Background: an optimization exercise with open tools, aiming at small area and a short achievable clock period. Do not read the settings as production practice.
Only simulation tests tie the RTL to the original design; equivalence was not proved.
No activity file was given, so power comes from the tool's default toggle rates.

==> constraint.sdc <==
create_clock -name core_clock -period 9.0 [get_ports {clk}]
set_input_delay 1.8000 -clock core_clock [delete_from_list [all_inputs] [get_ports {clk}]]
set_output_delay 1.8000 -clock core_clock [all_outputs]
set_load 0.01 [all_outputs]
==> standard.sh <==
#!/bin/bash
# synth_recipe.tcl (not shown) runs the flow's synth.tcl, then flattens the netlist and writes it again
# the make line also repeats each setting of config.mk as NAME=value (left out here)
make -C /OpenROAD-flow-scripts/flow DESIGN_CONFIG=/design/flow/config.mk WORK_HOME=/design/flow/orfs CLKGATE_MAP_FILE= SYNTH_SCRIPT=/design/flow/synth_recipe.tcl "${@:-finish}"
==> config.mk <==
export PLATFORM = sky130hd
export DESIGN_NAME = exe_stage
export DESIGN_NICKNAME = exe_stage
export VERILOG_FILES = /design/flow/design.v
export SDC_FILE = /design/flow/constraint.sdc
export NUM_CORES = 4
export LEC_CHECK = 0
export CAP_MARGIN = 20
export CORE_MARGIN = 2
export CORE_UTILIZATION = 40
export PLACE_DENSITY = 0.6
export SETUP_SLACK_MARGIN = 4
export SLEW_MARGIN = 20
export TNS_END_PERCENT = 0
==> design.v <==
module add_alu (
	input  wire [31:0] a,
	input  wire [31:0] b,
	input  wire        cin,
	output wire [31:0] s,
	output wire [31:0] c,
	output wire        cout
	);
wire [31:0] p = a ^ b;
wire [31:0] g = a & b;
wire gc0 = g[0] | (p[0] & cin);
wire G0_1 = g[1] | (p[1] & gc0);
wire G0_3 = g[3] | (p[3] & g[2]);
wire P0_3 = p[3] & p[2];
wire G0_5 = g[5] | (p[5] & g[4]);
wire P0_5 = p[5] & p[4];
wire G0_7 = g[7] | (p[7] & g[6]);
wire P0_7 = p[7] & p[6];
wire G0_9 = g[9] | (p[9] & g[8]);
wire P0_9 = p[9] & p[8];
wire G0_11 = g[11] | (p[11] & g[10]);
wire P0_11 = p[11] & p[10];
wire G0_13 = g[13] | (p[13] & g[12]);
wire P0_13 = p[13] & p[12];
wire G0_15 = g[15] | (p[15] & g[14]);
wire P0_15 = p[15] & p[14];
wire G0_17 = g[17] | (p[17] & g[16]);
wire P0_17 = p[17] & p[16];
wire G0_19 = g[19] | (p[19] & g[18]);
wire P0_19 = p[19] & p[18];
wire G0_21 = g[21] | (p[21] & g[20]);
wire P0_21 = p[21] & p[20];
wire G0_23 = g[23] | (p[23] & g[22]);
wire P0_23 = p[23] & p[22];
wire G0_25 = g[25] | (p[25] & g[24]);
wire P0_25 = p[25] & p[24];
wire G0_27 = g[27] | (p[27] & g[26]);
wire P0_27 = p[27] & p[26];
wire G0_29 = g[29] | (p[29] & g[28]);
wire P0_29 = p[29] & p[28];
wire G0_31 = g[31] | (p[31] & g[30]);
wire P0_31 = p[31] & p[30];
wire G1_2 = g[2] | (p[2] & G0_1);
wire G1_3 = G0_3 | (P0_3 & G0_1);
wire G1_6 = g[6] | (p[6] & G0_5);
wire P1_6 = p[6] & P0_5;
wire G1_7 = G0_7 | (P0_7 & G0_5);
wire P1_7 = P0_7 & P0_5;
wire G1_10 = g[10] | (p[10] & G0_9);
wire P1_10 = p[10] & P0_9;
wire G1_11 = G0_11 | (P0_11 & G0_9);
wire P1_11 = P0_11 & P0_9;
wire G1_14 = g[14] | (p[14] & G0_13);
wire P1_14 = p[14] & P0_13;
wire G1_15 = G0_15 | (P0_15 & G0_13);
wire P1_15 = P0_15 & P0_13;
wire G1_18 = g[18] | (p[18] & G0_17);
wire P1_18 = p[18] & P0_17;
wire G1_19 = G0_19 | (P0_19 & G0_17);
wire P1_19 = P0_19 & P0_17;
wire G1_22 = g[22] | (p[22] & G0_21);
wire P1_22 = p[22] & P0_21;
wire G1_23 = G0_23 | (P0_23 & G0_21);
wire P1_23 = P0_23 & P0_21;
wire G1_26 = g[26] | (p[26] & G0_25);
wire P1_26 = p[26] & P0_25;
wire G1_27 = G0_27 | (P0_27 & G0_25);
wire P1_27 = P0_27 & P0_25;
wire G1_30 = g[30] | (p[30] & G0_29);
wire P1_30 = p[30] & P0_29;
wire G1_31 = G0_31 | (P0_31 & G0_29);
wire P1_31 = P0_31 & P0_29;
wire G2_4 = g[4] | (p[4] & G1_3);
wire G2_5 = G0_5 | (P0_5 & G1_3);
wire G2_6 = G1_6 | (P1_6 & G1_3);
wire G2_7 = G1_7 | (P1_7 & G1_3);
wire G2_12 = g[12] | (p[12] & G1_11);
wire P2_12 = p[12] & P1_11;
wire G2_13 = G0_13 | (P0_13 & G1_11);
wire P2_13 = P0_13 & P1_11;
wire G2_14 = G1_14 | (P1_14 & G1_11);
wire P2_14 = P1_14 & P1_11;
wire G2_15 = G1_15 | (P1_15 & G1_11);
wire P2_15 = P1_15 & P1_11;
wire G2_20 = g[20] | (p[20] & G1_19);
wire P2_20 = p[20] & P1_19;
wire G2_21 = G0_21 | (P0_21 & G1_19);
wire P2_21 = P0_21 & P1_19;
wire G2_22 = G1_22 | (P1_22 & G1_19);
wire P2_22 = P1_22 & P1_19;
wire G2_23 = G1_23 | (P1_23 & G1_19);
wire P2_23 = P1_23 & P1_19;
wire G2_28 = g[28] | (p[28] & G1_27);
wire P2_28 = p[28] & P1_27;
wire G2_29 = G0_29 | (P0_29 & G1_27);
wire P2_29 = P0_29 & P1_27;
wire G2_30 = G1_30 | (P1_30 & G1_27);
wire P2_30 = P1_30 & P1_27;
wire G2_31 = G1_31 | (P1_31 & G1_27);
wire P2_31 = P1_31 & P1_27;
wire G3_8 = g[8] | (p[8] & G2_7);
wire G3_9 = G0_9 | (P0_9 & G2_7);
wire G3_10 = G1_10 | (P1_10 & G2_7);
wire G3_11 = G1_11 | (P1_11 & G2_7);
wire G3_12 = G2_12 | (P2_12 & G2_7);
wire G3_13 = G2_13 | (P2_13 & G2_7);
wire G3_14 = G2_14 | (P2_14 & G2_7);
wire G3_15 = G2_15 | (P2_15 & G2_7);
wire G3_24 = g[24] | (p[24] & G2_23);
wire P3_24 = p[24] & P2_23;
wire G3_25 = G0_25 | (P0_25 & G2_23);
wire P3_25 = P0_25 & P2_23;
wire G3_26 = G1_26 | (P1_26 & G2_23);
wire P3_26 = P1_26 & P2_23;
wire G3_27 = G1_27 | (P1_27 & G2_23);
wire P3_27 = P1_27 & P2_23;
wire G3_28 = G2_28 | (P2_28 & G2_23);
wire P3_28 = P2_28 & P2_23;
wire G3_29 = G2_29 | (P2_29 & G2_23);
wire P3_29 = P2_29 & P2_23;
wire G3_30 = G2_30 | (P2_30 & G2_23);
wire P3_30 = P2_30 & P2_23;
wire G3_31 = G2_31 | (P2_31 & G2_23);
wire P3_31 = P2_31 & P2_23;
wire G4_16 = g[16] | (p[16] & G3_15);
wire G4_17 = G0_17 | (P0_17 & G3_15);
wire G4_18 = G1_18 | (P1_18 & G3_15);
wire G4_19 = G1_19 | (P1_19 & G3_15);
wire G4_20 = G2_20 | (P2_20 & G3_15);
wire G4_21 = G2_21 | (P2_21 & G3_15);
wire G4_22 = G2_22 | (P2_22 & G3_15);
wire G4_23 = G2_23 | (P2_23 & G3_15);
wire G4_24 = G3_24 | (P3_24 & G3_15);
wire G4_25 = G3_25 | (P3_25 & G3_15);
wire G4_26 = G3_26 | (P3_26 & G3_15);
wire G4_27 = G3_27 | (P3_27 & G3_15);
wire G4_28 = G3_28 | (P3_28 & G3_15);
wire G4_29 = G3_29 | (P3_29 & G3_15);
wire G4_30 = G3_30 | (P3_30 & G3_15);
wire G4_31 = G3_31 | (P3_31 & G3_15);
assign c = {G4_30, G4_29, G4_28, G4_27, G4_26, G4_25, G4_24, G4_23, G4_22, G4_21, G4_20, G4_19, G4_18, G4_17, G4_16, G3_15, G3_14, G3_13, G3_12, G3_11, G3_10, G3_9, G3_8, G2_7, G2_6, G2_5, G2_4, G1_3, G1_2, G0_1, gc0, cin};
assign s = p ^ c;
assign cout = G4_31;
endmodule
module add_tgt (
	input  wire [15:0] a,
	input  wire [15:0] b,
	input  wire        cin,
	output wire [15:0] s,
	output wire [15:0] c,
	output wire        cout
	);
wire [15:0] p = a ^ b;
wire [15:0] g = a & b;
wire gc0 = g[0] | (p[0] & cin);
wire G0_1 = g[1] | (p[1] & gc0);
wire G0_3 = g[3] | (p[3] & g[2]);
wire P0_3 = p[3] & p[2];
wire G0_5 = g[5] | (p[5] & g[4]);
wire P0_5 = p[5] & p[4];
wire G0_7 = g[7] | (p[7] & g[6]);
wire P0_7 = p[7] & p[6];
wire G0_9 = g[9] | (p[9] & g[8]);
wire P0_9 = p[9] & p[8];
wire G0_11 = g[11] | (p[11] & g[10]);
wire P0_11 = p[11] & p[10];
wire G0_13 = g[13] | (p[13] & g[12]);
wire P0_13 = p[13] & p[12];
wire G0_15 = g[15] | (p[15] & g[14]);
wire P0_15 = p[15] & p[14];
wire G1_3 = G0_3 | (P0_3 & G0_1);
wire G1_7 = G0_7 | (P0_7 & G0_5);
wire P1_7 = P0_7 & P0_5;
wire G1_11 = G0_11 | (P0_11 & G0_9);
wire P1_11 = P0_11 & P0_9;
wire G1_15 = G0_15 | (P0_15 & G0_13);
wire P1_15 = P0_15 & P0_13;
wire G2_7 = G1_7 | (P1_7 & G1_3);
wire G2_15 = G1_15 | (P1_15 & G1_11);
wire P2_15 = P1_15 & P1_11;
wire G3_15 = G2_15 | (P2_15 & G2_7);
wire G4_11 = G1_11 | (P1_11 & G2_7);
wire G5_5 = G0_5 | (P0_5 & G1_3);
wire G5_9 = G0_9 | (P0_9 & G2_7);
wire G5_13 = G0_13 | (P0_13 & G4_11);
wire G6_2 = g[2] | (p[2] & G0_1);
wire G6_4 = g[4] | (p[4] & G1_3);
wire G6_6 = g[6] | (p[6] & G5_5);
wire G6_8 = g[8] | (p[8] & G2_7);
wire G6_10 = g[10] | (p[10] & G5_9);
wire G6_12 = g[12] | (p[12] & G4_11);
wire G6_14 = g[14] | (p[14] & G5_13);
assign c = {G6_14, G5_13, G6_12, G4_11, G6_10, G5_9, G6_8, G2_7, G6_6, G5_5, G6_4, G1_3, G6_2, G0_1, gc0, cin};
assign s = p ^ c;
assign cout = G3_15;
endmodule
module exe_stage (
	input  wire        clk,
	input  wire        rst,
	input  wire [31:0] instr,
	input  wire [31:0] rs1,
	input  wire [31:0] rs2,
	input  wire [31:0] pc_next,
	output reg  [31:0] result,
	output reg         flag_n,
	output reg         flag_c,
	output reg         flag_v,
	output reg         flag_z,
	output reg         ready,
	output reg         branch,
	output reg  [31:0] target
	);
wire [2:0]  op    = instr[31:29];
wire [4:0]  opula = instr[28:24];
wire [3:0]  cond  = instr[23:20];
wire        bop   = instr[24];
wire        s15   = instr[15];
wire [31:0] imm   = {{16{s15}}, instr[15:0]};
wire en   = (op == 3'b001) | (op == 3'b010) | (op[2] & op[1]);
wire pcen = op[2] & (op[1] | op[0]);
wire op2  = (op == 3'b010);           
localparam [8:0] C_ADD   = 9'b1_____0___0__0___0___0___0__1__0;
localparam [8:0] C_ADDI  = 9'b1_____0___0__1___0___0___0__1__0;
localparam [8:0] C_INCA  = 9'b1_____0___1__1___0___0___0__1__0;
localparam [8:0] C_SUBD  = 9'b1_____1___0__0___0___0___0__1__0;
localparam [8:0] C_SUB   = 9'b1_____1___0__1___0___0___0__1__0;
localparam [8:0] C_DECA  = 9'b1_____1___1__0___0___0___0__1__0;
localparam [8:0] C_LSL   = 9'b0_____0___0__0___1___0___0__0__0;
localparam [8:0] C_RSL   = 9'b0_____0___0__0___0___1___0__0__0;
localparam [8:0] C_AND   = 9'b0_____0___0__0___0___0___1__0__0;
localparam [8:0] C_ANDNA = 9'b0_____1___0__0___0___0___1__1__1;   
localparam [8:0] C_ANDNB = 9'b0_____1___0__0___0___0___1__0__0;   
localparam [8:0] C_OR    = 9'b0_____0___0__0___0___0___1__1__0;
localparam [8:0] C_XOR   = 9'b0_____0___0__0___0___0___0__1__0;
localparam [8:0] C_NAND  = 9'b0_____0___0__0___0___0___1__0__1;
localparam [8:0] C_XNOR  = 9'b0_____0___0__0___0___0___0__1__1;
localparam [8:0] C_NOTA  = 9'b0_____1___1__0___0___0___0__1__0;   
localparam [8:0] C_ORNA  = 9'b0_____1___0__0___0___0___1__0__1;   
localparam [8:0] C_ORNB  = 9'b0_____1___0__0___0___0___1__1__0;   
localparam [8:0] C_NOR   = 9'b0_____0___0__0___0___0___1__1__1;
reg [8:0] dec;
always @(*) begin
	case (opula)
		5'd0, 5'd8, 5'd12, 5'd22: dec = C_ADD;
		5'd1:  dec = C_ADDI;
		5'd2:  dec = C_INCA;
		5'd3:  dec = C_SUBD;
		5'd4:  dec = C_SUB;
		5'd5:  dec = C_DECA;
		5'd6:  dec = C_LSL;
		5'd7:  dec = C_RSL;
		5'd9:  dec = C_AND;
		5'd10: dec = C_ANDNA;
		5'd11: dec = C_ANDNB;
		5'd13, 5'd15: dec = C_OR;
		5'd14: dec = C_XOR;
		5'd16: dec = C_NAND;
		5'd17: dec = C_XNOR;
		5'd18: dec = C_NOTA;
		5'd19: dec = C_ORNA;
		5'd20: dec = C_ORNB;
		5'd21: dec = C_NOR;
		default: dec = 9'b0;
	endcase
end
wire      opula_def = ~(opula[4] & (opula[3] | (opula[2] & opula[1] & opula[0])));
reg [8:0] ctrl_q;
wire [8:0] ctrl = opula_def ? dec : ctrl_q;
wire arith = ctrl[8], invb = ctrl[7], zb = ctrl[6], cin = ctrl[5];
wire shl = ctrl[4], shr = ctrl[3], sg = ctrl[2], sp = ctrl[1], oi = ctrl[0];
wire sub = invb;       
wire shift = shl | shr;
wire [31:0] A  = rs1;
wire [31:0] B  = op2 ? rs2 : imm;
wire [31:0] Bp = (op2 ? rs2 & {32{~zb}} : imm & {32{~zb}}) ^ {32{invb}};
wire [31:0] sum;
wire [31:0] carry;                            
wire        cout;
add_alu u_add (.a(A), .b(Bp), .cin(cin), .s(sum), .c(carry), .cout(cout));
wire [31:0] g = A & Bp;
wire [31:0] p = A ^ Bp;
wire [31:0] lu = ((g & {32{sg}}) | (p & {32{sp}})) ^ {32{oi}};
wire [31:0] X  = lu ^ (carry & {32{arith}});
wire [31:0] kz   = {g[30:0] | p[30:0], cin};
wire        zsum = ~|(p ^ kz);
function [31:0] rev32(input [31:0] x);
	integer k;
	for (k = 0; k < 32; k = k + 1) rev32[k] = x[31 - k];
endfunction
wire        big = |B[31:5];
wire [4:0]  k   = B[4:0];
wire [31:0] s0  = shl ? rev32(A) : A;
wire [31:0] s1  = k[0] ? {1'b0,  s0[31:1]}  : s0;
wire [31:0] s2  = k[1] ? {2'b0,  s1[31:2]}  : s1;
wire [31:0] s3  = k[2] ? {4'b0,  s2[31:4]}  : s2;
wire [31:0] s4  = k[3] ? {8'b0,  s3[31:8]}  : s3;
wire [31:0] sr  = k[4] ? {16'b0, s4[31:16]} : s4;
wire kX = ~rst & en & ~shift;
wire kL = ~rst & en & shl & ~big;
wire kR = ~rst & en & shr & ~big;
wire kH = ~rst & ~en;
wire [31:0] D = (X & {32{kX}}) | (rev32(sr) & {32{kL}}) | (sr & {32{kR}}) | (result & {32{kH}});
reg  rst_q;                                    
wire zq  = flag_z | rst_q;                     
wire ae  = en & arith;
wire n_d = ~rst & (ae ? sum[31] : flag_n);
wire c_d = ~rst & (ae ? cout ^ sub : flag_c);
wire zsh = big | ~|sr;
wire zlu = ~|lu;
wire z_d = ~rst & (en ? (arith ? zsum : (shift ? zsh : zlu)) : zq);
wire xv  = A[31] ^ B[31] ^ ~sub;               
wire v_d = ~rst & arith & (en ? (A[31] ^ sum[31]) & (xv | (zb & (A[31] ^ ~sub)))
                              : (A[31] ^ result[31]) & xv);
wire v_q = arith & (A[31] ^ result[31]) & xv;
reg  br;
always @(*) begin
	case (cond)
		4'd0: br = flag_n == bop;
		4'd1: br = zq == bop;
		4'd2: br = flag_c == bop;
		4'd3: br = (flag_n | zq) == bop;
		4'd4: br = v_q == bop;
		default: br = branch;
	endcase
end
wire br_d = ~rst & pcen & (op[1] | br);
wire [15:0] t_lo;
wire        c16;
add_tgt u_tgt (.a(pc_next[15:0]), .b(instr[15:0]), .cin(1'b0), .s(t_lo), .c(), .cout(c16));
wire        up = c16 & ~s15;
wire        dn = ~c16 & s15;
reg  [15:0] t_hi;
integer j;
always @(*) begin
	for (j = 0; j < 16; j = j + 1)
		t_hi[j] = pc_next[16 + j] ^ ((up & ((j == 0) | &(pc_next[16 +: 16] | ~({16{1'b1}} >> (16 - j)))))
		                            | (dn & ((j == 0) | ~|(pc_next[16 +: 16] & ({16{1'b1}} >> (16 - j))))));
end
wire [31:0] target_d = {t_hi, t_lo} & {32{~rst}};
always @(posedge clk) begin
	rst_q  <= rst;
	result <= D;
	flag_n <= n_d;
	flag_c <= c_d;
	flag_v <= v_d;
	flag_z <= z_d;
	ready  <= ~rst & en;
	branch <= br_d;
	target <= target_d;
	ctrl_q <= rst ? C_NOTA : ctrl;
end
endmodule
==> flow/run.sh <==
#!/bin/bash
# The standard layout (standard.sh), changed in three ways:
#  - synthesis maps with flow/abc_map.script (see flow/synth.tcl);
#  - full adders are not extracted into fa/ha cells before ABC
#    (ADDER_MAP_FILE empty), so the prefix adders keep their structure;
#  - the port buffers are buf_1 cells instead of the clkdlybuf4s50 delay
#    cell that buffer_ports picks by default.
set -o pipefail
export FLOW_FLOW_DIR="$PWD/flow"
export BUFFER_PORTS_ARGS="-buffer_cell sky130_fd_sc_hd__buf_1"
bash standard.sh ADDER_MAP_FILE= SYNTH_SCRIPT="$PWD/flow/synth.tcl" finish 2>&1 | tee make.log
==> flow/abc_map.script <==
strash
dch
map -D 2500
buffer -p
upsize -D 2500
dnsize -D 2500
==> flow/synth.tcl <==
# The standard flow's synthesis script (synth_recipe.tcl) with one change: the ABC pass
# uses flow/abc_map.script (delay-targeted mapping with area recovery)
# instead of ORFS's abc_speed.script. Registers are mapped before ABC runs,
# so they are the same as in the standard synthesis.
proc synth {args} { yosys synth -nofsm -noshare {*}$args }
proc fix_abc_args {name1 name2 op} {
  global abc_args
  set i [lsearch $abc_args -script]
  lset abc_args [expr {$i + 1}] $::env(FLOW_FLOW_DIR)/abc_map.script
}
trace add variable ::abc_args write fix_abc_args
source $::env(SCRIPTS_DIR)/synth.tcl
# left out here: clear keep_hierarchy, flatten, clean up, hide names made inside functions, write 1_2_yosys.v
==> results of run 1 <==
-- placed cells by master, fill, tap and decap left out, drive strengths merged, types with 3 or more instances in the layout --
master    Yosys  routed
xor2         76      76
nor2        220     221
o21ai       171     171
inv         174     177
dfxtp        80      80
o2111ai       3       3
clkbuf       51      17
o31ai         4       4
and2         12      12
xnor2        14      14
clkinvlp      0       3
o21bai        4       4
a22oi        45      45
mux2i         7       7
o21a          3       3
a31oi        25      25
o211ai       19      19
buf          25     277
a21oi       133     133
clkinv        4       6
nand4        11      11
bufbuf        0       4
a41oi         3       3
o22ai        25      25
nand3        64      65
nor4         20      20
nand2       367     369
a21boi        5       5
or2          12      12
nor3         40      40
-- cell families after synthesis --
kind of cell    after synthesis
simple gates                750
flops                        80
mux                           7
compound gates              457
fa+ha+maj                     2
xor+xnor                     90
buf+inv                     254
-- registers in the layout, indices dropped and copies added (netlist names) --
register and flops:
result 32, target 32, ctrl_q 9, branch 1, flag_c 1, flag_n 1, flag_v 1, flag_z 1
ready 1, rst_q 1
-- routing by layer --
metal / routed length [um] / track usage [%] / part of all wire [%]
met4: 2160 / 13.8 / 5.2
met1: 17700 / 40.5 / 43
met2: 18300 / 49.2 / 44
met3: 3110 / 5.55 / 7.5
met5: 0 / 0 / 0
-- through the flow --
stage | cell area, um^2 | util, % | power [mW] | worst slack (ps) | std cells
final | 12200 | 51.9 | 1.85 | 4050 | 2193
after global routing | 12200 | 51.9 | 1.96 | 3860 | 2193
after CTS | 11500 | 48.9 | 1.75 | 3990 | 2151
after detailed placement | 10500 | 44.7 | 1.30 | 2660 | 2094
after global placement | 10500 | 44.7 | 1.30 | 2640 | 2094
after floorplan | 9620 | - | 1.04 | 4460 | 1640
-- final timing paths --
| kind | start | to | slack, ps | cells past startpoint |
|---|---|---|---|---|
| worst min register to register | result[1] | result[1] | 500 | 2 |
| worst max-delay path | instr[28] | result[26] | 4050 | 21 |
| worst min-delay path | result[1] | result[1] | 500 | 2 |
| worst max register to register | ctrl_q[6] | result[29] | 5850 | 17 |
-- worst max-delay path, stage by stage --
cell and delay [ps]:
clkbuf_4 180, inv_2 90, nor2_1 210, o21ai_2 120, o21ai_4 310, nor2_8 110, buf_12 150, buf_4 130
xnor2_1 270, nor2_1 170, a21oi_2 180, o221a_1 260, nor3_2 60, nor2_2 190, nand3_4 160, a21boi_4 210
nor2_2 70, a22oi_2 210, a21oi_1 110, o21ai_1 140, nand3_1 80
-- area by class of cell --
cell class,instances,area (um^2)
fill,2542,11300
multi-input combinational,1310,7530
timing repair buffer,289,1720
sequential,80,1600
inverter,178,688
tap,319,399
clock buffer,9,225
clock inverter,7,62.6
timing repair inverter,1,7.51
-- where the power goes --
part           leakage (nW)  internal, mW  switching (mW)
Clock                 0.145         0.194           0.181
Combinational          4.52         0.370           0.689
Sequential            0.663         0.396          0.0218
Total                  5.33         0.961           0.892
-- what timing repair did --
item / CTS / global route
gates cloned: 9 / 2
resized for setup: 64 / 100
setup endpoints to repair: 36 / 30
hold endpoints to repair: 0 / 0
buffers inserted: 32 / 40
pin swaps: 13 / 40
==> impl_metrics.tcl, run 1 <==
set metrics [dict create \
    outcome "no timing/DRC/antenna violations" \
    hold_slack_ps 504 \
    synth_xor_area_share_pct 8.50 \
    fp-row-count 56 \
    antenna_found_initial 0 \
    synth_nets 1770 \
    synth-simple-area-share_pct 34.1 \
    ys_top_cells_by_count "nand2_1, nor2_1, inv_1" \
    io_pins 200 \
    setup-violations-final 0 \
    synthMuxAreaShare_pct 0.728 \
    htreeDepth 3 \
    critPathLaunchType "input pin" \
    nets 1999 \
    endpoint_kind "register" \
    insertion_delay_ps 360 \
    synthFlopType "dfxtp_1" \
    crit_type "in2reg" \
    via_per_inst 5.56 \
    synthAdderAreaFrac_pct 0.221 \
    max_cap_viol_count 0 \
    fin_tns_setup_ps 0 \
    hold_violations 0 \
    dieArea_mm2 0.0253 \
    clock_sinks 80 \
    yosysUniqueCellTypes 77 \
    p_leak_nw 5.33 \
    cts_buffers 9 \
    clk_transition_reported_paths_ps 70 \
    vias 12199 \
    start_util_pct 40.9 \
    drtIter0Drc 1210 \
    netlist.area_leader.share_pct 16.6 \
    max_freq_mhz 202 \
    synth_area_leaders "dfxtp_1, nand2_1, nor2_1, o21ai_0, xor2_1" \
    cts_hold_buf 0 \
    synth_compound_area_share_pct 29.0 \
    layout-drive-gt1-share_pct 15.7 \
    clockBufferDepth 2 \
    portBuffers 195 \
    peakVddDrop_v 0.0000881 \
    synth_top_family_by_area "simple AND/OR/NAND/NOR gates" \
    hold_path.class "reg2reg" \
    synthArstFlopShare_pct 0 \
    critical_path_arrival_ps 5200 \
    fin_worst_skew_ps 9.88 \
    core_area_mm2 0.0235 \
    yosysMostFrequentCell "nand2_1" \
    grt_pass1_wl_um 61600 \
    synth_area_per_cell_um2 5.87 \
    ant_nets 0 \
    dp_hpwl_um 30100 \
    syn_inst 1640 \
    ys_ff_latch 80 \
    grt_overflow 0 \
    yosys_warnings 1 \
    n_antenna_cell 0 \
    path_max_fanout 9 \
    max_slew.worst_pin.slew_ps 1110 \
    synth_seq_area_share_pct 16.6 \
    drt_first_pass_iters 6 \
    track_usage_pct 30.8 \
    place_congestion 1.03 \
    avgRoutedWirePerCell_um 18.8 \
    die_w_um 159 \
    grt_max_degree 33 \
    layout_min_cycle_time_ps 4950 \
    totalWireLength_um 41300 \
    yosysTopAreaCell "dfxtp_1" \
    grt_pass1_vias 10935 \
    powerDensity_mw_per_mm2 151 \
    fin_crit_sh_pct 55.0 \
    relSlewSlack_pct 26.1 \
    remaining_drc_errors 0 \
    crit_required_ps 9250 \
    die_y_um 159 \
    cts_tree "yes" \
    cts_root_buf "clkbuf_16" \
    syn-cell-area_mm2 0.00962 \
    synth_edf_count 0 \
    rsz0062_at_grt "true" \
    drv_slew 0 \
    synthToLayoutAreaGrowth_pct 27.1 \
]
==> run 2, diff against run 1 <==
==> flow/abc_map.script (replaced) <==
strash
dch
map -D 2000
buffer -p
upsize -D 2000
dnsize -D 2000
--- a/config.mk
+++ b/config.mk
@@ -9,6 +9,6 @@
 export CORE_MARGIN = 2
 export CORE_UTILIZATION = 40
 export PLACE_DENSITY = 0.6
-export SETUP_SLACK_MARGIN = 4
+export SETUP_SLACK_MARGIN = 5
 export SLEW_MARGIN = 20
 export TNS_END_PERCENT = 0
==> impl_metrics.tcl, run 2 <==
set metrics [dict create \
    sw_frac_of_total_pct 47.6 \
    slowest_delay_ps 240 \
    syn-cell-area_mm2 0.0101 \
    synth_nets 1881 \
    netlist.area_leader.share_pct 17.0 \
    via_per_inst 5.69 \
    layout_min_cycle_time_ps 4680 \
    remaining_drc_errors 0 \
    fin_crit_sh_pct 52.0 \
    portBuffers 195 \
    yosysMostFrequentCell "nand2_1" \
    worstHoldPathCells 2 \
    crit_required_ps 9220 \
    synthArstFlopShare_pct 0 \
    syn_inst 1751 \
    synth_area_leaders "nand2_1, dfxtp_1, o21ai_0, nor2_1, inv_1" \
    synth_edf_count 0 \
    rsz0062_at_grt "true" \
    sequentialPowerShare_pct 20.2 \
    peakVddDrop_v 0.0000759 \
    io_pins 200 \
    startpoint "instr[30]" \
    clkPwrFrac_pct 19.7 \
    p_leak_nw 6.00 \
    vias 13383 \
    final_common_cell "nand2_1" \
    pwr-share-comb_pct 60.1 \
    grt_pass1_wl_um 68000 \
    hold_violations 0 \
    crit_top_cell "buf_12" \
    dp_hpwl_um 32200 \
    critical_path_arrival_ps 4900 \
    drv_slew 0 \
    ys_top_cells_by_count "nand2_1, nor2_1, inv_1" \
    place_congestion 0.983 \
    cts_buffers 9 \
    die_y_um 163 \
    p_total_mw 2.06 \
    placed_cell_area_mm2 0.0113 \
    fp-row-count 58 \
    synth_area_per_cell_um2 5.78 \
    yosys_warnings 1 \
    switching_power_uw 978 \
    layout-drive-gt1-share_pct 21.4 \
    reg2reg_from "ctrl_q[4]" \
    insertion_delay_ps 360 \
    relSlewSlack_pct 37.9 \
    busiest_layer "met2" \
    synthFlopType "dfxtp_1" \
    max_slew.worst_pin.slew_ps 930 \
    r2r_slack_ps 5800 \
    nets 2148 \
    grtUsageMet1_pct 42.5 \
    dieArea_mm2 0.0266 \
    drt_first_pass_iters 6 \
    drtIter0Drc 1460 \
    largestRegisters "result (32), target (32), ctrl_q (9)" \
    totalWireLength_um 44400 \
    yosysUniqueCellTypes 79 \
    clk_transition_reported_paths_ps 70 \
    worstRegToRegCells 20 \
    core_area_mm2 0.0250 \
    fin_worst_skew_ps 8.29 \
    max_freq_mhz 214 \
    synth_seq_area_share_pct 15.8 \
    yosysTopAreaCell "nand2_1" \
    final_area_mm2 0.0137 \
    cts_tree "yes" \
    track_usage_pct 32.9 \
    final_cell_mix "nand2_1, buf_1, nor2_1, inv_1, buf_4" \
    grt_overflow 0 \
    ant_nets 0 \
    outcome "no timing/DRC/antenna violations" \
    max_cap_viol_count 0 \
    fin_tns_setup_ps 0 \
    slowest_stage "o31ai_4" \
    die_w_um 163 \
    start_util_pct 40.4 \
    clock_sinks 80 \
    grt_max_degree 47 \
    p_int_mw 1.08 \
    ys_ff_latch 80 \
    antenna_found_initial 1 \
    min_from "ctrl_q[2]" \
    clockBufferDepth 2 \
    hold_path.class "reg2reg" \
    powerDensity_mw_per_mm2 150 \
    htreeDepth 3 \
    path_max_fanout 7 \
    critPathLaunchType "input pin" \
    crit_type "in2reg" \
    synthToLayoutAreaGrowth_pct 35.7 \
    setup-violations-final 0 \
    use_met2_pct 53.6 \
    cts_root_buf "clkbuf_16" \
    grt_pass1_vias 12346 \
    grt.met3_usage_pct 6.27 \
    avgRoutedWirePerCell_um 18.9 \
    n_antenna_cell 0 \
    endpoint_kind "register" \
]
[run 2: per-stage QoR]
| stage | hold slack (ps) | utilization [%] | cells | setup WS [ps] |
|---|---|---|---|---|
| 6_report | 494 | 54.8 | 2353 | 4320 |
| 5_1_grt | 535 | 54.8 | 2353 | 4210 |
| 3_3_place_gp | 466 | 45.0 | 2217 | 2540 |
| 3_5_place_dp | 481 | 45.0 | 2217 | 2530 |
| 2_1_floorplan | 498 | - | 1751 | 4670 |
| 4_1_cts | 496 | 53.2 | 2337 | 4450 |
[run 2: final timing paths]
kind	to
worst min register to register	ctrl_q[2]
worst max register to register	flag_z
worst max-delay path	flag_v
worst min-delay path	ctrl_q[2]
[run 2: worst max-delay path, delay by kind of cell]
family | cells | cell delay [ps]
buffers and inverters | 12 | 1470
AOI/OAI and AO/OA | 8 | 1230
and+or+nand+nor | 5 | 380
[run 2: what timing repair did]
item | in CTS | in global routing
pin swaps | 60 | 35
gates resized for setup | 230 | 71
hold buffers | 0 | 0
setup endpoints to repair | 58 | 60
buffers inserted | 88 | 15
gates cloned | 16 | 1
[run 2: logic make-up after synthesis]
family	share of synthesized area, %
AOI/OAI and AO/OA	29.0
xor gates and xnor gates	6.94
adders and majority gates	0.0989
buffers and inverters	10.4
DFF	15.8
muxes	0.594
and+or+nand+nor	37.1
[run 2: area by class of cell]
type,instances,area (um^2)
clock buffers,9,225
clock inverters,7,78.8
fillers,2542,11300
inverters,177,717
multi-input cells,1415,8390
flip-flops and latches,80,1600
well taps,330,413
repair buffers,331,2270
repair inverters,4,27.5
[run 2: power groups by stage]
stage / registers, mW / logic (mW) / clock network, mW
6_report: 0.415 / 1.24 / 0.405
2_1_floorplan: 0.436 / 0.709 / 0
4_1_cts: 0.415 / 1.15 / 0.409
3_5_place_dp: 0.423 / 0.975 / 0
5_1_grt: 0.418 / 1.34 / 0.422
3_3_place_gp: 0.423 / 0.968 / 0
[run 2: per-layer routing]
layer / share of wire, % / wire, um / up-vias
li1: - / - / 6506
met4: 4.9 / 2190 / 0
met2: 45 / 19800 / 641
met5: 0 / 0 / -
met1: 42 / 18600 / 6114
met3: 8.6 / 3810 / 122
==> run 3, diff against run 2 <==
--- a/design.v
+++ b/design.v
@@ -307,7 +307,10 @@
 wire c_d = ~rst & (ae ? cout ^ sub : flag_c);
 wire zsh = big | ~|sr;
 wire zlu = ~|lu;
-wire z_d = ~rst & (en ? (arith ? zsum : (shift ? zsh : zlu)) : zq);
+wire kZA = ~rst & en & arith;
+wire kZS = ~rst & en & shift;
+wire kZL = ~rst & en & ~arith & ~shift;
+wire z_d = (kZA & zsum) | (kZS & zsh) | (kZL & zlu) | (kH & zq);
 wire xv  = A[31] ^ B[31] ^ ~sub;               
 wire v_d = ~rst & arith & (en ? (A[31] ^ sum[31]) & (xv | (zb & (A[31] ^ ~sub)))
                               : (A[31] ^ result[31]) & xv);
==> flow/abc_map.script (replaced) <==
strash
dch
map -D 2500
buffer -p
upsize -D 2500
dnsize -D 2500
--- a/config.mk
+++ b/config.mk
@@ -9,6 +9,6 @@
 export CORE_MARGIN = 2
 export CORE_UTILIZATION = 40
 export PLACE_DENSITY = 0.6
-export SETUP_SLACK_MARGIN = 5
+export SETUP_SLACK_MARGIN = 4.5
 export SLEW_MARGIN = 20
 export TNS_END_PERCENT = 0
==> impl_metrics.tcl, run 3 <==
set metrics [dict create \
    outcome "no timing/DRC/antenna violations" \
    drv_slew 0 \
    p_int_mw 1.03 \
    synthAdderAreaFrac_pct 0.217 \
    min_from "result[0]" \
    max_cap_viol_count 0 \
    synthMuxAreaShare_pct 0.867 \
    yosysMostFrequentCell "nand2_1" \
    critPathLaunchType "input pin" \
    pwr-share-comb_pct 58.2 \
    max_freq_mhz 204 \
    sequentialPowerShare_pct 21.1 \
    drtIter0Drc 1137 \
    crit_type "in2reg" \
    ys_top_cells_by_count "nand2_1, nor2_1, inv_1" \
    peakVddDrop_v 0.0000828 \
    cts_hold_buf 0 \
    slowest_stage "nor3_4" \
    grt_pass1_vias 11234 \
    antenna_found_initial 0 \
    relSlewSlack_pct 26.4 \
    io_pins 200 \
    ant_nets 0 \
    max_slew.worst_pin.slew_ps 1100 \
    vias 12465 \
    ys_ff_latch 80 \
    dieArea_mm2 0.0243 \
    die_y_um 156 \
    fin_tns_setup_ps 0 \
    path_max_fanout 18 \
    yosysTopAreaCell "dfxtp_1" \
    synth_edf_count 0 \
    final_cell_mix "nand2_1, buf_1, inv_1, nor2_1, o21ai_0" \
    syn-cell-area_mm2 0.00923 \
    sw_frac_of_total_pct 47.3 \
    synth_seq_area_share_pct 17.3 \
    layout_min_cycle_time_ps 4910 \
    fp-row-count 55 \
    reg2reg_from "ctrl_q[6]" \
    die_w_um 156 \
    cts_tree "yes" \
    via_per_inst 5.72 \
    synth_compound_area_share_pct 30.5 \
    grt_pass1_wl_um 65100 \
    cts_root_buf "clkbuf_16" \
    core_area_mm2 0.0226 \
    hold_violations 0 \
    slowest_delay_ps 250 \
    nets 2018 \
    clk_transition_reported_paths_ps 80 \
    syn_inst 1623 \
    synth_xor_area_share_pct 7.68 \
    htreeDepth 3 \
    synthFlopType "dfxtp_1" \
    synth_area_leaders "dfxtp_1, nand2_1, nor2_1, inv_1, o21ai_0" \
    post-route-util_pct 56.6 \
    largestRegisters "result (32), target (32), ctrl_q (9)" \
    clockBufferDepth 2 \
    netlist.area_leader.share_pct 17.3 \
    endpoint_kind "register" \
    synthToLayoutAreaGrowth_pct 38.8 \
    fin_worst_skew_ps 9.95 \
    clkPwrFrac_pct 20.8 \
    yosysUniqueCellTypes 61 \
    rsz0062_at_grt "true" \
    avgRoutedWirePerCell_um 20.2 \
    grt_overflow 0 \
    dp_hpwl_um 32300 \
    cp.buffers_inverters 9 \
    crit_required_ps 9220 \
    fin_crit_sh_pct 54.5 \
    final_common_cell "nand2_1" \
    clock_sinks 80 \
    powerDensity_mw_per_mm2 153 \
    critical_path_arrival_ps 5130 \
    grt_max_degree 34 \
    start_util_pct 40.8 \
    track_usage_pct 35.1 \
    setup-violations-final 0 \
    portBuffers 195 \
    insertion_delay_ps 360 \
    remaining_drc_errors 0 \
    switching_power_uw 929 \
    p_leak_nw 5.49 \
    yosys_warnings 1 \
    synth_nets 1753 \
    totalWireLength_um 44100 \
    place_congestion 1.05 \
    n_antenna_cell 0 \
    drt_first_pass_iters 6 \
    synthArstFlopShare_pct 0 \
    startpoint "instr[30]" \
    synth_top_family_by_area "simple AND/OR/NAND/NOR gates" \
    cp_top_family "compound AO/OA/AOI/OAI gates" \
    hold_path.class "reg2reg" \
    cts_buffers 9 \
    layout-drive-gt1-share_pct 18.9 \
    synth_area_per_cell_um2 5.69 \
    synth-simple-area-share_pct 31.7 \
]
[run 3: cell types whose count changed in the layout (fill, tap and decap cells not counted), sizes merged, moves of 7 or more]
cell    change
nor2       +35
o221ai      -9
a31oi      +10
inv        +31
xor2        +7
buf        -10
nand3      -53
a22oi      +10
a21oi      +17
nand2     -108
nand4      -17
o21bai     -13
[run 3: area by class of cell]
cell class / instances / area (um^2)
fill: 2290 / 9820
multi-input combinational: 1270 / 7530
timing repair buffer: 322 / 2200
sequential: 80 / 1600
inverter: 203 / 798
tap: 285 / 357
clock buffer: 9 / 225
clock inverter: 7 / 85.1
timing repair inverter: 2 / 12.5
[run 3: per-stage QoR]
stage          hold slack [ps]  power [mW]  cell area, um^2  cells  setup WS, ps
2_1_floorplan              460       0.999             9250   1623          4470
3_3_place_gp               471        1.27            10200   2054          2430
3_5_place_dp               482        1.27            10200   2054          2380
4_1_cts                    499        1.83            11900   2143          4120
5_1_grt                    514        2.07            12800   2178          3980
6_report                   497        1.96            12800   2178          4090
[run 3: logic make-up after synthesis]
group	count (synthesis)
DFF	80
and+or+nand+nor	709
adders and majority gates	2
xor gates and xnor gates	81
AOI/OAI and AO/OA	470
muxes	8
buffers and inverters	273
[run 3: worst register-to-register path: cells and delay by family, from the launching register on]
kind            cells  cell delay, ps
flops               1             310
compound gates      8            1440
buf+inv             4             540
simple gates        7             860
[run 3: worst paths after layout]
kind                     to  slack (ps)  depth (start not counted)
setup / recovery     flag_v        4090                         27
hold / removal    result[0]         500                          2
hold reg to reg   result[0]         500                          2
setup reg to reg     flag_v        5700                         19
[run 3: timing repair]
action	CTS	global route
resized for setup	163	154
setup buffers	62	33
setup endpoints to repair	49	57
pin swaps	42	55
gates cloned	11	2
[run 3: per-layer routing]
| metal | GRT usage, % | vias to the layer above | wire (um) |
|---|---|---|---|
| met2 | 55.8 | 696 | 19400 |
| met5 | 0 | - | 0 |
| li1 | - | 6018 | - |
| met4 | 18.2 | 0 | 2490 |
| met1 | 44.8 | 5637 | 17800 |
| met3 | 7.44 | 114 | 4400 |
[run 3: power by group through the flow]
stage	Sequential, mW	Clock, mW	Combinational, mW
after floorplan	0.437	0	0.561
after global placement	0.421	0	0.850
after detailed placement	0.421	0	0.851
after CTS	0.413	0.413	1.00
after global routing	0.418	0.430	1.22
final	0.413	0.408	1.14
==> run 4, diff against run 3 <==
--- a/design.v
+++ b/design.v
@@ -307,10 +307,7 @@
 wire c_d = ~rst & (ae ? cout ^ sub : flag_c);
 wire zsh = big | ~|sr;
 wire zlu = ~|lu;
-wire kZA = ~rst & en & arith;
-wire kZS = ~rst & en & shift;
-wire kZL = ~rst & en & ~arith & ~shift;
-wire z_d = (kZA & zsum) | (kZS & zsh) | (kZL & zlu) | (kH & zq);
+wire z_d = ~rst & (en ? (arith ? zsum : (shift ? zsh : zlu)) : zq);
 wire xv  = A[31] ^ B[31] ^ ~sub;               
 wire v_d = ~rst & arith & (en ? (A[31] ^ sum[31]) & (xv | (zb & (A[31] ^ ~sub)))
                               : (A[31] ^ result[31]) & xv);
--- a/config.mk
+++ b/config.mk
@@ -7,8 +7,8 @@
 export LEC_CHECK = 0
 export CAP_MARGIN = 20
 export CORE_MARGIN = 2
-export CORE_UTILIZATION = 40
-export PLACE_DENSITY = 0.6
+export CORE_UTILIZATION = 50
+export PLACE_DENSITY = 0.65
 export SETUP_SLACK_MARGIN = 4.5
 export SLEW_MARGIN = 20
 export TNS_END_PERCENT = 0
==> impl_metrics.tcl, run 4 <==
set metrics [dict create \
    outcome "no timing/DRC/antenna violations" \
    reg2reg_from "ctrl_q[7]" \
    io_pins 200 \
    track_usage_pct 37.6 \
    grt_overflow 0 \
    clk_transition_reported_paths_ps 70 \
    yosysTopAreaCell "dfxtp_1" \
    via_per_inst 5.87 \
    max_freq_mhz 204 \
    final_area_mm2 0.0122 \
    grt_pass1_wl_um 59100 \
    yosysMostFrequentCell "nand2_1" \
    r2r_slack_ps 5750 \
    dieArea_mm2 0.0204 \
    worstRegToRegCells 17 \
    synthMuxAreaShare_pct 0.728 \
    pwr-share-comb_pct 55.9 \
    crit_chain "clkbuf_4 > inv_4 > nand2_2 > a21oi_2 > a31oi_2 > nor2_4 > or2_4 > buf_4 > nand3_1 > nand3_1 > nand2_1 > o22ai_1 > xor2_1 > nand2_1 > nor4_4 > nand3_2 > o41ai_4 > a21oi_1 > o32ai_1" \
    final_cell_mix "nand2_1, buf_1, nor2_1, inv_1, o21ai_0" \
    startpoint "instr[27]" \
    ys_ff_latch 80 \
    syn-cell-area_mm2 0.00962 \
    synthFlopType "dfxtp_1" \
    critical_path_arrival_ps 5180 \
    sequentialPowerShare_pct 22.1 \
    p_leak_nw 5.34 \
    hold_path.class "reg2reg" \
    worst-path-stages 19 \
    setup-violations-final 0 \
    vias 12372 \
    synth_top_family_by_area "simple AND/OR/NAND/NOR gates" \
    layout-drive-gt1-share_pct 15.6 \
    yosys_warnings 1 \
    cts_buffers 9 \
    dp_hpwl_um 29000 \
    layout_min_cycle_time_ps 4910 \
    drtIter0Drc 1214 \
    ys_top_cells_by_count "nand2_1, nor2_1, inv_1" \
    synth_compound_area_share_pct 29.0 \
    synth_area_leaders "dfxtp_1, nand2_1, nor2_1, o21ai_0, xor2_1" \
    post-route-util_pct 64.8 \
    switching_power_uw 890 \
    n_antenna_cell 0 \
    die_y_um 143 \
    antenna_found_initial 0 \
    sw_frac_of_total_pct 47.3 \
    clockBufferDepth 2 \
    yosysUniqueCellTypes 77 \
    avgRoutedWirePerCell_um 18.8 \
    clock_sinks 80 \
    max_slew.worst_pin.slew_ps 1070 \
    place_congestion 1.03 \
    synth_xor_area_share_pct 8.50 \
    p_int_uw 993 \
    rsz0062_at_grt "true" \
    synth_area_per_cell_um2 5.87 \
    hold_path_end "result[2]" \
    cp_top_family "simple AND/OR/NAND/NOR gates" \
    endpoint_kind "register" \
    slowest_delay_ps 410 \
    nets 2000 \
    path_max_fanout 7 \
    slowest_stage "o41ai_4" \
    htreeDepth 3 \
    remaining_drc_errors 0 \
    die_w_um 143 \
    largestRegisters "result (32), target (32), ctrl_q (9)" \
    max_cap_viol_count 0 \
    final_common_cell "nand2_1" \
    synthToLayoutAreaGrowth_pct 26.3 \
    fin_tns_setup_ps 0 \
    totalWireLength_um 39700 \
    synth_edf_count 0 \
    synth_seq_area_share_pct 16.6 \
    drv_slew 0 \
    ant_nets 0 \
    synth-simple-area-share_pct 34.1 \
    insertion_delay_ps 370 \
    peakVddDrop_v 0.000108 \
    clkPwrFrac_pct 22.0 \
    p_total_mw 1.88 \
    powerDensity_mw_per_mm2 155 \
    cts_tree "yes" \
    netlist.area_leader.share_pct 16.6 \
    hold_violations 0 \
    drt_first_pass_iters 6 \
    crit_type "in2reg" \
    grt_pass1_vias 10941 \
    core_area_mm2 0.0188 \
    grt_max_degree 36 \
    synthArstFlopShare_pct 0 \
    start_util_pct 51.3 \
    worstHoldPathCells 2 \
    cp.buffers_inverters 3 \
    synth_nets 1770 \
    fin_crit_sh_pct 54.5 \
    cts_root_buf "clkbuf_16" \
    crit_required_ps 9280 \
    portBuffers 195 \
    hold_slack_ps 507 \
    relSlewSlack_pct 28.5 \
    fp-row-count 50 \
    reg2reg_to "flag_z" \
    fin_worst_skew_ps 10.9 \
    syn_inst 1640 \
    placed_cell_area_mm2 0.0104 \
    synthAdderAreaFrac_pct 0.221 \
    critPathLaunchType "input pin" \
    min_from "result[2]" \
]
## run 4: worst max-delay path by stage
stage and to:
2_1_floorplan result[26], 3_3_place_gp flag_z, 3_5_place_dp flag_z, 4_1_cts result[26], 5_1_grt result[19], 6_report flag_z
## run 4: power by group through the flow
stage | sequential (mW) | combinational, mW | clock [mW]
finish | 0.416 | 1.05 | 0.414
global route | 0.420 | 1.14 | 0.427
CTS | 0.416 | 0.921 | 0.416
detailed placement | 0.423 | 0.868 | 0
global placement | 0.423 | 0.864 | 0
floorplan | 0.440 | 0.604 | 0
## run 4: layer usage
layer	part of all wire [%]	track usage, %	vias to the layer above
met3	9.2	6.77	148
met4	6.8	21.1	0
met5	0	0	-
met1	41	49.0	5525
li1	-	-	5989
met2	43	58.5	710
## run 4: repair_timing
action	CTS	global route
resized for setup	51	124
endpoints found under the setup margin	40	53
buffers inserted	25	46
hold buffers	0	0
gates cloned	7	4
pin swaps	8	44
## run 4: stage by stage
step | instances | setup slack (ps)
finish | 2109 | 4090
global route | 2109 | 3940
CTS | 2059 | 4080
detailed placement | 2011 | 2560
global placement | 2011 | 2610
floorplan | 1640 | 4460
## run 4: layout make-up
cell class	instances	area, um^2
multi-input cells	1312	7530
fillers	1814	6610
flip-flops and latches	80	1600
inverters	178	694
clock buffers	10	239
repair buffers	289	1730
well taps	234	293
clock inverters	6	72.6
## run 4: logic make-up (layout without fill, tap and decap cells)
family | count (synthesis) | in the layout
XOR/XNOR | 90 | 90
buffers and inverters | 254 | 483
flip-flops | 80 | 80
adder cells (fa/ha/maj) | 2 | 2
AO/OA/AOI/OAI | 457 | 457
AND/OR/NAND/NOR | 750 | 756
multiplexers | 7 | 7
## run 4: tightest hold or removal path: cells and delay by family (launching register included)
family	cells	cell delay, ps
AND/OR/NAND/NOR	1	60
AO/OA/AOI/OAI	1	80
flip-flops	1	340
==> run 5, diff against run 4 <==
--- a/config.mk
+++ b/config.mk
@@ -7,8 +7,8 @@
 export LEC_CHECK = 0
 export CAP_MARGIN = 20
 export CORE_MARGIN = 2
-export CORE_UTILIZATION = 50
-export PLACE_DENSITY = 0.65
+export CORE_UTILIZATION = 35
+export PLACE_DENSITY = 0.55
 export SETUP_SLACK_MARGIN = 4.5
 export SLEW_MARGIN = 20
 export TNS_END_PERCENT = 0
==> impl_metrics.tcl, run 5 <==
set metrics [dict create \
    p_leak_nw 5.11 \
    synth_nets 1770 \
    nets 1976 \
    setup-violations-final 0 \
    fin_tns_setup_ps 0 \
    clockBufferDepth 2 \
    powerDensity_mw_per_mm2 154 \
    cts_buffers 9 \
    fillers 2980 \
    grt_pass1_vias 10985 \
    crit_type "in2reg" \
    vias 12062 \
    ys_ff_latch 80 \
    core_area_mm2 0.0270 \
    crit_required_ps 9210 \
    fp-row-count 60 \
    io_pins 200 \
    cts_root_buf "clkbuf_16" \
    place_congestion 0.968 \
    avgRoutedWirePerCell_um 18.8 \
    cts_hold_buf 0 \
    clock_sinks 80 \
    placed_cell_area_mm2 0.0105 \
    hold_path.class "reg2reg" \
    antenna_found_initial 1 \
    layout_min_cycle_time_ps 4990 \
    path_max_fanout 9 \
    yosysMostFrequentCell "nand2_1" \
    worstHoldPathCells 2 \
    fin_worst_skew_ps 16.5 \
    drv_slew 0 \
    max_cap_viol_count 0 \
    max_freq_mhz 200 \
    synthArstFlopShare_pct 0 \
    syn_inst 1640 \
    max_slew.worst_pin.slew_ps 1040 \
    start_util_pct 35.7 \
    endpoint_kind "register" \
    dieArea_mm2 0.0288 \
    drtIter0Drc 1157 \
    ys_top_cells_by_count "nand2_1, nor2_1, inv_1" \
    synthToLayoutAreaGrowth_pct 23.6 \
    portBuffers 195 \
    grt_overflow 0 \
    die_y_um 170 \
    die_w_um 170 \
    grt_pass1_wl_um 62200 \
    synth_seq_area_share_pct 16.6 \
    critPathLaunchType "input pin" \
    critical_path_arrival_ps 5200 \
    track_usage_pct 28.0 \
    outcome "no timing/DRC/antenna violations" \
    peakVddDrop_v 0.0000821 \
    final_common_cell "nand2_1" \
    final_cell_mix "nand2_1, nor2_1, buf_1, inv_1, o21ai_0" \
    netlist.area_leader.share_pct 16.6 \
    yosysUniqueCellTypes 77 \
    cts_tree "yes" \
    yosysTopAreaCell "dfxtp_1" \
    clk_transition_reported_paths_ps 60 \
    grt_max_degree 33 \
    syn-cell-area_mm2 0.00962 \
    via_per_inst 5.50 \
    remaining_drc_errors 0 \
    layout-drive-gt1-share_pct 13.8 \
    relSlewSlack_pct 30.6 \
    fin_crit_sh_pct 55.5 \
    largestRegisters "result (32), target (32), ctrl_q (9)" \
    hold_violations 0 \
    n_antenna_cell 0 \
    synth_edf_count 0 \
    drt_first_pass_iters 6 \
    yosys_warnings 1 \
    htreeDepth 3 \
    worstRegToRegCells 17 \
    synth_area_leaders "dfxtp_1, nand2_1, nor2_1, o21ai_0, xor2_1" \
    ant_nets 0 \
    dp_hpwl_um 30400 \
    synthFlopType "dfxtp_1" \
    rsz0062_at_grt "true" \
    insertion_delay_ps 360 \
    totalWireLength_um 41300 \
    synth_area_per_cell_um2 5.87 \
    final_area_mm2 0.0119 \
]
## run 5: where the power goes
part	internal, mW	switching (mW)
logic	0.351	0.681
clock network	0.193	0.185
registers	0.396	0.0214
## run 5: final timing paths
| kind | slack, ps | end | from |
|---|---|---|---|
| setup / recovery | 4010 | result[29] | instr[25] |
| setup reg to reg | 5760 | result[29] | ctrl_q[6] |
| hold / removal | 500 | result[2] | result[2] |
| hold reg to reg | 500 | result[2] | result[2] |
## run 5: cell families (layout without fill, tap and decap cells)
group,after synthesis,count (layout),synth area share (%)
AO/OA/AOI/OAI,457,457,29.0
XOR/XNOR,90,90,8.50
adder cells (fa/ha/maj),2,2,0.221
buffers and inverters,254,460,10.8
flip-flops,80,80,16.6
multiplexers,7,7,0.728
AND/OR/NAND/NOR,750,755,34.1
## run 5: final cells by class
cell class | instances | area, um^2 | area share, %
clock buffer | 9 | 225 | 1.89
clock inverter | 7 | 60.1 | 0.505
inverter | 178 | 697 | 5.86
multi-input combinational | 1311 | 7440 | 62.6
sequential | 80 | 1600 | 13.5
tap | 341 | 427 | 3.59
timing repair buffer | 263 | 1420 | 11.9
timing repair inverter | 3 | 23.8 | 0.200
## run 5: stage by stage
stage / power (mW) / instances / hold WS, ps / worst slack [ps] / utilization (%)
after floorplan: 1.04 / 1640 / 465 / 4460 / -
after global placement: 1.30 / 2114 / 494 / 2480 / 39.1
after detailed placement: 1.30 / 2114 / 483 / 2540 / 39.1
after CTS: 1.77 / 2179 / 498 / 4120 / 43.2
after global routing: 1.94 / 2192 / 512 / 3820 / 44.1
final: 1.83 / 2192 / 502 / 4010 / 44.1
## run 5: critical path, stage by stage
cell	delay [ps]
clkbuf_4	160
nand2_2	100
inv_2	40
nand2_1	110
a21oi_4	80
buf_4	150
nand2_4	100
nand3_4	140
buf_12	180
nor2_1	120
xor2_1	310
nor2_1	140
or2_1	290
nor2_2	190
nand2_2	110
a31oi_4	170
a21oi_2	100
nor3_2	230
nor2_1	90
nand3_1	120
nand3_2	110
xor2_2	250
o211ai_2	90
## run 5: per-layer routing
metal / routed length [um] / track usage, % / vias up
met5: 12 / 0 / -
met4: 1940 / 12.3 / 2
met3: 3690 / 5.74 / 97
met2: 17800 / 43.6 / 592
met1: 17800 / 37.2 / 5421
li1: - / - / 5950
## run 5: what timing repair did
| item | 4_1_cts | 5_1_grt |
|---|---|---|
| cloned | 9 | 2 |
| endpoints found under the setup margin | 44 | 56 |
| buffers inserted | 40 | 11 |
| gates resized for setup | 83 | 48 |
| pin swaps | 16 | 16 |
==> run 6, diff against run 5 <==
--- a/design.v
+++ b/design.v
@@ -40,105 +40,59 @@
 wire P0_29 = p[29] & p[28];
 wire G0_31 = g[31] | (p[31] & g[30]);
 wire P0_31 = p[31] & p[30];
-wire G1_2 = g[2] | (p[2] & G0_1);
 wire G1_3 = G0_3 | (P0_3 & G0_1);
-wire G1_6 = g[6] | (p[6] & G0_5);
-wire P1_6 = p[6] & P0_5;
 wire G1_7 = G0_7 | (P0_7 & G0_5);
 wire P1_7 = P0_7 & P0_5;
-wire G1_10 = g[10] | (p[10] & G0_9);
-wire P1_10 = p[10] & P0_9;
 wire G1_11 = G0_11 | (P0_11 & G0_9);
 wire P1_11 = P0_11 & P0_9;
-wire G1_14 = g[14] | (p[14] & G0_13);
-wire P1_14 = p[14] & P0_13;
 wire G1_15 = G0_15 | (P0_15 & G0_13);
 wire P1_15 = P0_15 & P0_13;
-wire G1_18 = g[18] | (p[18] & G0_17);
-wire P1_18 = p[18] & P0_17;
 wire G1_19 = G0_19 | (P0_19 & G0_17);
 wire P1_19 = P0_19 & P0_17;
-wire G1_22 = g[22] | (p[22] & G0_21);
-wire P1_22 = p[22] & P0_21;
 wire G1_23 = G0_23 | (P0_23 & G0_21);
 wire P1_23 = P0_23 & P0_21;
-wire G1_26 = g[26] | (p[26] & G0_25);
-wire P1_26 = p[26] & P0_25;
 wire G1_27 = G0_27 | (P0_27 & G0_25);
 wire P1_27 = P0_27 & P0_25;
-wire G1_30 = g[30] | (p[30] & G0_29);
-wire P1_30 = p[30] & P0_29;
 wire G1_31 = G0_31 | (P0_31 & G0_29);
 wire P1_31 = P0_31 & P0_29;
-wire G2_4 = g[4] | (p[4] & G1_3);
-wire G2_5 = G0_5 | (P0_5 & G1_3);
-wire G2_6 = G1_6 | (P1_6 & G1_3);
 wire G2_7 = G1_7 | (P1_7 & G1_3);
-wire G2_12 = g[12] | (p[12] & G1_11);
-wire P2_12 = p[12] & P1_11;
-wire G2_13 = G0_13 | (P0_13 & G1_11);
-wire P2_13 = P0_13 & P1_11;
-wire G2_14 = G1_14 | (P1_14 & G1_11);
-wire P2_14 = P1_14 & P1_11;
 wire G2_15 = G1_15 | (P1_15 & G1_11);
 wire P2_15 = P1_15 & P1_11;
-wire G2_20 = g[20] | (p[20] & G1_19);
-wire P2_20 = p[20] & P1_19;
-wire G2_21 = G0_21 | (P0_21 & G1_19);
-wire P2_21 = P0_21 & P1_19;
-wire G2_22 = G1_22 | (P1_22 & G1_19);
-wire P2_22 = P1_22 & P1_19;
 wire G2_23 = G1_23 | (P1_23 & G1_19);
 wire P2_23 = P1_23 & P1_19;
-wire G2_28 = g[28] | (p[28] & G1_27);
-wire P2_28 = p[28] & P1_27;
-wire G2_29 = G0_29 | (P0_29 & G1_27);
-wire P2_29 = P0_29 & P1_27;
-wire G2_30 = G1_30 | (P1_30 & G1_27);
-wire P2_30 = P1_30 & P1_27;
 wire G2_31 = G1_31 | (P1_31 & G1_27);
 wire P2_31 = P1_31 & P1_27;
-wire G3_8 = g[8] | (p[8] & G2_7);
-wire G3_9 = G0_9 | (P0_9 & G2_7);
-wire G3_10 = G1_10 | (P1_10 & G2_7);
-wire G3_11 = G1_11 | (P1_11 & G2_7);
-wire G3_12 = G2_12 | (P2_12 & G2_7);
-wire G3_13 = G2_13 | (P2_13 & G2_7);
-wire G3_14 = G2_14 | (P2_14 & G2_7);
 wire G3_15 = G2_15 | (P2_15 & G2_7);
-wire G3_24 = g[24] | (p[24] & G2_23);
-wire P3_24 = p[24] & P2_23;
-wire G3_25 = G0_25 | (P0_25 & G2_23);
-wire P3_25 = P0_25 & P2_23;
-wire G3_26 = G1_26 | (P1_26 & G2_23);
-wire P3_26 = P1_26 & P2_23;
-wire G3_27 = G1_27 | (P1_27 & G2_23);
-wire P3_27 = P1_27 & P2_23;
-wire G3_28 = G2_28 | (P2_28 & G2_23);
-wire P3_28 = P2_28 & P2_23;
-wire G3_29 = G2_29 | (P2_29 & G2_23);
-wire P3_29 = P2_29 & P2_23;
-wire G3_30 = G2_30 | (P2_30 & G2_23);
-wire P3_30 = P2_30 & P2_23;
 wire G3_31 = G2_31 | (P2_31 & G2_23);
 wire P3_31 = P2_31 & P2_23;
-wire G4_16 = g[16] | (p[16] & G3_15);
-wire G4_17 = G0_17 | (P0_17 & G3_15);
-wire G4_18 = G1_18 | (P1_18 & G3_15);
-wire G4_19 = G1_19 | (P1_19 & G3_15);
-wire G4_20 = G2_20 | (P2_20 & G3_15);
-wire G4_21 = G2_21 | (P2_21 & G3_15);
-wire G4_22 = G2_22 | (P2_22 & G3_15);
-wire G4_23 = G2_23 | (P2_23 & G3_15);
-wire G4_24 = G3_24 | (P3_24 & G3_15);
-wire G4_25 = G3_25 | (P3_25 & G3_15);
-wire G4_26 = G3_26 | (P3_26 & G3_15);
-wire G4_27 = G3_27 | (P3_27 & G3_15);
-wire G4_28 = G3_28 | (P3_28 & G3_15);
-wire G4_29 = G3_29 | (P3_29 & G3_15);
-wire G4_30 = G3_30 | (P3_30 & G3_15);
 wire G4_31 = G3_31 | (P3_31 & G3_15);
-assign c = {G4_30, G4_29, G4_28, G4_27, G4_26, G4_25, G4_24, G4_23, G4_22, G4_21, G4_20, G4_19, G4_18, G4_17, G4_16, G3_15, G3_14, G3_13, G3_12, G3_11, G3_10, G3_9, G3_8, G2_7, G2_6, G2_5, G2_4, G1_3, G1_2, G0_1, gc0, cin};
+wire G5_23 = G2_23 | (P2_23 & G3_15);
+wire G6_11 = G1_11 | (P1_11 & G2_7);
+wire G6_19 = G1_19 | (P1_19 & G3_15);
+wire G6_27 = G1_27 | (P1_27 & G5_23);
+wire G7_5 = G0_5 | (P0_5 & G1_3);
+wire G7_9 = G0_9 | (P0_9 & G2_7);
+wire G7_13 = G0_13 | (P0_13 & G6_11);
+wire G7_17 = G0_17 | (P0_17 & G3_15);
+wire G7_21 = G0_21 | (P0_21 & G6_19);
+wire G7_25 = G0_25 | (P0_25 & G5_23);
+wire G7_29 = G0_29 | (P0_29 & G6_27);
+wire G8_2 = g[2] | (p[2] & G0_1);
+wire G8_4 = g[4] | (p[4] & G1_3);
+wire G8_6 = g[6] | (p[6] & G7_5);
+wire G8_8 = g[8] | (p[8] & G2_7);
+wire G8_10 = g[10] | (p[10] & G7_9);
+wire G8_12 = g[12] | (p[12] & G6_11);
+wire G8_14 = g[14] | (p[14] & G7_13);
+wire G8_16 = g[16] | (p[16] & G3_15);
+wire G8_18 = g[18] | (p[18] & G7_17);
+wire G8_20 = g[20] | (p[20] & G6_19);
+wire G8_22 = g[22] | (p[22] & G7_21);
+wire G8_24 = g[24] | (p[24] & G5_23);
+wire G8_26 = g[26] | (p[26] & G7_25);
+wire G8_28 = g[28] | (p[28] & G6_27);
+wire G8_30 = g[30] | (p[30] & G7_29);
+assign c = {G8_30, G7_29, G8_28, G6_27, G8_26, G7_25, G8_24, G5_23, G8_22, G7_21, G8_20, G6_19, G8_18, G7_17, G8_16, G3_15, G8_14, G7_13, G8_12, G6_11, G8_10, G7_9, G8_8, G2_7, G8_6, G7_5, G8_4, G1_3, G8_2, G0_1, gc0, cin};
 assign s = p ^ c;
 assign cout = G4_31;
 endmodule
--- a/config.mk
+++ b/config.mk
@@ -7,8 +7,8 @@
 export LEC_CHECK = 0
 export CAP_MARGIN = 20
 export CORE_MARGIN = 2
-export CORE_UTILIZATION = 35
-export PLACE_DENSITY = 0.55
+export CORE_UTILIZATION = 40
+export PLACE_DENSITY = 0.6
 export SETUP_SLACK_MARGIN = 4.5
 export SLEW_MARGIN = 20
 export TNS_END_PERCENT = 0
==> impl_metrics.tcl, run 6 <==
set metrics [dict create \
    final_common_cell "nand2_1" \
    vias 12750 \
    ys_ff_latch 80 \
    synth_seq_area_share_pct 16.9 \
    synthMuxAreaShare_pct 1.27 \
    sequentialPowerShare_pct 21.4 \
    layout-drive-gt1-share_pct 20.1 \
    setup-violations-final 0 \
    largestRegisters "result (32), target (32), ctrl_q (9)" \
    p_int_mw 1.05 \
    r2r_slack_ps 5560 \
    max_freq_mhz 199 \
    grt_pass1_wl_um 64100 \
    dp_hpwl_um 30100 \
    n_antenna_cell 0 \
    max_cap_viol_count 0 \
    yosys_warnings 1 \
    grt_pass1_vias 11739 \
    powerDensity_mw_per_mm2 150 \
    crit_type "in2reg" \
    seq_area_mm2 0.00160 \
    syn-cell-area_mm2 0.00945 \
    critical_path_arrival_ps 5260 \
    dieArea_mm2 0.0249 \
    wl_met1_um 16600 \
    avgRoutedWirePerCell_um 19.3 \
    synth-simple-area-share_pct 32.9 \
    finalNonFillerCells 2218 \
    clock_sinks 80 \
    clk_transition_reported_paths_ps 70 \
    drv_slew 0 \
    fillers 2376 \
    hold_violations 0 \
    synth_edf_count 0 \
    crit_required_ps 9240 \
    synth_nets 1758 \
    clockBufferDepth 2 \
    fin_crit_sh_pct 55.8 \
    topRoutingLayerUsed "met5" \
    reg2reg_from "ctrl_q[7]" \
    synth_compound_area_share_pct 29.7 \
    reg2reg_to "result[29]" \
    worstRegToRegCells 21 \
    syn_inst 1628 \
    endpoint_kind "register" \
    placed_cells_incl_taps 2086 \
    drt_first_pass_iters 6 \
    cp_top_family "compound AO/OA/AOI/OAI gates" \
    io_pins 200 \
    fin_tns_setup_ps 0 \
    htreeDepth 3 \
    worstHoldPathCells 2 \
    fp-row-count 56 \
    yosysTopAreaCell "dfxtp_1" \
    hold_path_end "result[1]" \
    pwr-share-comb_pct 55.2 \
    cts_buffers 9 \
    ys_top_cells_by_count "nand2_1, o21ai_0, nor2_1" \
    cts_tree "yes" \
    relSlewSlack_pct 29.5 \
    place_congestion 0.978 \
    p_leak_nw 5.41 \
    path_max_fanout 7 \
    cts_root_buf "clkbuf_16" \
    route.met2.wl_um 19500 \
    antenna_found_initial 1 \
    final_area_mm2 0.0129 \
    nets 2024 \
    post-route-util_pct 55.1 \
    cp.buffers_inverters 7 \
    peakVddDrop_v 0.000102 \
    start_util_pct 40.5 \
    drtIter0Drc 1191 \
    startpoint "instr[30]" \
    track_usage_pct 33.4 \
    multi_input_area_mm2 0.00777 \
    critPathLaunchType "input pin" \
    rsz0062_at_grt "true" \
    placed_cell_area_mm2 0.0104 \
    die_w_um 158 \
    yosysUniqueCellTypes 67 \
    portBuffers 195 \
    yosysMostFrequentCell "nand2_1" \
    sw_frac_of_total_pct 45.6 \
    grt_max_degree 39 \
    die_y_um 158 \
    layout_min_cycle_time_ps 5030 \
    via_per_inst 5.75 \
    p_total_mw 1.93 \
    min_from "result[1]" \
    max_slew.worst_pin.slew_ps 1060 \
    totalWireLength_um 42700 \
    netlist.area_leader.share_pct 16.9 \
    remaining_drc_errors 0 \
    wl_met3_um 4210 \
    insertion_delay_ps 360 \
    switching_power_uw 879 \
    synthToLayoutAreaGrowth_pct 36.0 \
    synth_area_per_cell_um2 5.81 \
    final_cell_mix "nand2_1, buf_1, inv_1, nor2_1, o21ai_0" \
    hold_path.class "reg2reg" \
    grt_overflow 0 \
    synth_area_leaders "dfxtp_1, nand2_1, o21ai_0, nor2_1, inv_1" \
    ant_nets 0 \
    synthAdderAreaFrac_pct 0.212 \
    synth_xor_area_share_pct 7.96 \
    synth_top_family_by_area "simple AND/OR/NAND/NOR gates" \
    outcome "no timing/DRC/antenna violations" \
    fin_worst_skew_ps 6.73 \
    clkPwrFrac_pct 23.4 \
    core_area_mm2 0.0233 \
    slowest_stage "xor2_4" \
    slowest_delay_ps 260 \
    synthArstFlopShare_pct 0 \
    synthFlopType "dfxtp_1" \
]
## run 6: cell types whose count changed in the layout (fill, tap and decap cells not counted), sizes merged, moves of 7 or more
cell      previous run  this run
nand2              368       378
nor2               221       192
xnor2               14        30
o21a                 3        12
a31oi               25         5
a21oi              133       108
clkinvlp             6        13
nor3                40        33
o22ai               25        38
o21ai              171       205
nand4               11        18
a22oi               45        37
buf                258       311
xor2                76        55
## run 6: logic make-up after synthesis
| kind of cell | count (synthesis) |
|---|---|
| AOI/OAI and AO/OA | 466 |
| adders and majority gates | 2 |
| xor gates and xnor gates | 85 |
| buffers and inverters | 254 |
| DFF | 80 |
| muxes | 12 |
| and+or+nand+nor | 729 |
## run 6: metal layers
layer	vias to the layer above	global-route usage (%)
met5	-	0
met4	2	17.5
met3	146	7.34
met2	647	55.1
met1	5902	40.7
li1	6053	-
## run 6: timing repair
item	CTS	global route
cloned	19	1
setup buffers	58	38
gates resized for setup	190	148
setup endpoints to repair	47	54
hold buffers	0	0
pin swaps	42	56
## run 6: how the worst max path moves through the flow
stage,to,cells past startpoint,slack (ps)
3_3_place_gp,flag_z,25,2280
5_1_grt,result[29],25,3780
2_1_floorplan,flag_z,24,4450
6_report,result[29],25,3970
4_1_cts,result[22],22,4060
3_5_place_dp,flag_z,25,2260
## run 6: stage by stage
step	hold WS [ps]	worst slack (ps)
floorplan	479	4450
global placement	483	2280
detailed placement	490	2260
CTS	505	4060
global route	519	3780
finish	506	3970
## run 6: final cells by class
| type | count | share of cell area, % |
|---|---|---|
| tap | 319 | 3.10 |
| timing repair buffer | 316 | 15.4 |
| clock buffer | 10 | 1.78 |
| clock inverter | 6 | 0.895 |
| inverter | 182 | 5.60 |
| multi-input combinational | 1298 | 60.4 |
| timing repair inverter | 7 | 0.389 |
| sequential | 80 | 12.5 |
## run 6: tightest hold or removal path, delay by kind of cell, from the launching register on
family / cells / cell delay [ps]
flip-flops: 1 / 340
AO/OA/AOI/OAI: 1 / 80
AND/OR/NAND/NOR: 1 / 60
## run 6: power groups by stage
stage | clock network (mW) | registers [mW] | logic [mW]
floorplan | 0 | 0.435 | 0.564
global placement | 0 | 0.421 | 0.817
detailed placement | 0 | 0.421 | 0.819
CTS | 0.459 | 0.413 | 0.944
global route | 0.469 | 0.416 | 1.15
finish | 0.452 | 0.412 | 1.06
